From an optimization exercise on the open Yosys and OpenROAD flow, aimed at small area and a short achievable clock period; shortcuts taken in it are not production practice.
The RTL was checked by simulation tests, not by an equivalence proof against the original design.
No activity file was given, so power comes from the tool's default toggle rates.

==> module mpu, before the edit <==
module mpu #(
  parameter integer NREG = 8
) (
  input  wire                    clk,
  input  wire                    rst_n,
  input  wire                    lock_in,
  input  wire                    prog_en,
  input  wire [$clog2(NREG)-1:0] prog_idx,
  input  wire [31:0]             prog_base,
  input  wire [31:0]             prog_limit,     
  input  wire [2:0]              prog_perm,      
  input  wire                    prog_user_ok,
  input  wire                    prog_is_ispace,
  input  wire [1:0]              cur_priv,       
  input  wire [31:0]             if_addr,
  output wire                    if_allow,
  output wire                    if_is_ispace,
  input  wire [31:0]             d_addr,
  input  wire                    d_is_store,
  output wire                    d_allow,
  output wire                    d_is_ispace
);
  function automatic ge32(input [31:0] a, input [31:0] b);
    reg [31:0] gt, pp;
    integer w, k;
    begin
      gt = a & ~b;
      pp = a | ~b;
      gt[0] = pp[0];
      for (w = 1; w < 32; w = w * 2)
        for (k = 0; k < 32; k = k + 2 * w) begin
          gt[k] = gt[k + w] | (pp[k + w] & gt[k]);
          pp[k] = pp[k + w] & pp[k];
        end
      ge32 = gt[0];
    end
  endfunction
  reg            lock_q;
  reg [NREG-1:0] valid;
  reg [31:0]     base  [NREG];
  reg [31:0]     limit [NREG];
  reg [NREG-1:0] perm_r, perm_w, perm_x, user_ok, is_ispace;
  wire wr = prog_en && !lock_q;
  always @(posedge clk or negedge rst_n) begin
    if (!rst_n) lock_q <= 1'b0; else lock_q <= lock_q | lock_in;
  end
  always @(posedge clk or negedge rst_n) begin
    if (!rst_n) valid <= '0;
    else if (wr) valid[prog_idx] <= 1'b1;
  end
  always @(posedge clk) begin
    if (wr) begin
      base[prog_idx]      <= prog_base;
      limit[prog_idx]     <= prog_limit;
      perm_r[prog_idx]    <= prog_perm[0];
      perm_w[prog_idx]    <= prog_perm[1];
      perm_x[prog_idx]    <= prog_perm[2];
      user_ok[prog_idx]   <= prog_user_ok;
      is_ispace[prog_idx] <= prog_is_ispace;
    end
  end
  wire sup = |cur_priv;
  reg [NREG-1:0] if_hit, d_hit;
  reg [NREG-1:0] if_ok, d_ok;
  integer i;
  always @* begin
    for (i = 0; i < NREG; i = i + 1) begin
      if_hit[i] = valid[i] && ge32(if_addr, base[i]) && ge32(limit[i], if_addr);
      d_hit[i]  = valid[i] && ge32(d_addr, base[i]) && ge32(limit[i], d_addr);
      if_ok[i]  = perm_x[i] && (sup || user_ok[i]);
      d_ok[i]   = (d_is_store ? perm_w[i] : perm_r[i]) && (sup || user_ok[i]);
    end
  end
  function automatic [1:0] pick8(input [7:0] hit, input [7:0] v);
    reg [7:0] h, x;
    integer w, k;
    begin
      h = hit;
      x = hit & v;
      for (w = 1; w < 8; w = w * 2)
        for (k = 0; k < 8; k = k + 2 * w) begin
          x[k] = x[k + w] | (~h[k + w] & x[k]);
          h[k] = h[k + w] | h[k];
        end
      pick8 = {h[0], x[0]};
    end
  endfunction
  wire [1:0] if_a = pick8(if_hit, if_ok);
  wire [1:0] if_s = pick8(if_hit, is_ispace);
  wire [1:0] d_a  = pick8(d_hit, d_ok);
  wire [1:0] d_s  = pick8(d_hit, is_ispace);
  assign if_allow     = if_a[0];
  assign if_is_ispace = if_s[0];
  assign d_allow      = d_a[0];
  assign d_is_ispace  = d_s[0];
endmodule
clock: 7.0 ns
lec_check: 0
abc_area: 1
cap_margin: 20
core_margin: 2
core_utilization: 40
cts_buf_list: sky130_fd_sc_hd__clkbuf_4 sky130_fd_sc_hd__clkbuf_8
cts_cluster_diameter: 50
cts_cluster_size: 20
place_density: 0.6
setup_slack_margin: 2.5
slew_margin: 20
standard.sh (not shown) runs the stock make flow with config.mk's settings and CLKGATE_MAP_FILE= SYNTH_SCRIPT=/design/flow/synth_recipe.tcl, a recipe that flattens the netlist after the stock synthesis.
==> flow/flow/run.sh <==
#!/bin/bash
# Own layout flow: the standard layout, with the port buffers that
# global placement inserts made plain buf_2 cells (the resizer may upsize
# them later) instead of the delay-cell buffers ORFS picks by default.
set -euo pipefail
bash standard.sh synth > synth.log 2>&1
bash standard.sh finish "BUFFER_PORTS_ARGS=-buffer_cell sky130_fd_sc_hd__buf_2" > layout.log 2>&1
The baseline went through all stages and came out clean.
==> next run, changes <==
--- a/flow/design.v
+++ b/flow/design.v
@@ -20,19 +20,23 @@
   output wire                    d_allow,
   output wire                    d_is_ispace
 );
+  localparam integer RIP = 10;
   function automatic ge32(input [31:0] a, input [31:0] b);
     reg [31:0] gt, pp;
+    reg c;
     integer w, k;
     begin
       gt = a & ~b;
       pp = a | ~b;
-      gt[0] = pp[0];
-      for (w = 1; w < 32; w = w * 2)
-        for (k = 0; k < 32; k = k + 2 * w) begin
+      c = pp[0];
+      for (k = 1; k < RIP; k = k + 1)
+        c = gt[k] | (pp[k] & c);
+      for (w = 1; w < 32 - RIP; w = w * 2)
+        for (k = RIP; k + w < 32; k = k + 2 * w) begin
           gt[k] = gt[k + w] | (pp[k + w] & gt[k]);
           pp[k] = pp[k + w] & pp[k];
         end
-      ge32 = gt[0];
+      ge32 = gt[RIP] | (pp[RIP] & c);
     end
   endfunction
   reg            lock_q;
Outcome:
- The new run finished with timing, DRC and antenna clean
- via count goes down by about 2.6%
- non-clock buffer count increases by 57
- sequential power stays flat
- total power grows by about 1.7%
- global-route usage went up by 1.6 points
- critical path depth fell by 2

## what the ideal ports hide
Ports are ideal in the flow. The routed layouts listed here were re-timed in OpenROAD.
Step 1, drivers: a clkbuf_16 drives clk and a buf_2 each remaining input, both assumed.
Step 2 times the ports against the registers' clock, not the clock port: input delays grow and output delays shrink by t, the midpoint of the rising clock arrivals with the driver on.
a / b / c = no drivers / after step 1 / after step 2; a / b = the first two.
run | t (ns) | slack for setup (ns) | worst slew at a driven data input, ns
the first run | 0.793 | 2.117 / 2.036 / 2.036 | 0.14
the second run | 0.793 | 1.817 / 1.789 / 1.789 | 0.14
After both steps setup and hold are still met in every run listed. The setup slack of the first run, which loses most, moves by -0.081 ns with the drivers and by -0.081 ns with both steps.
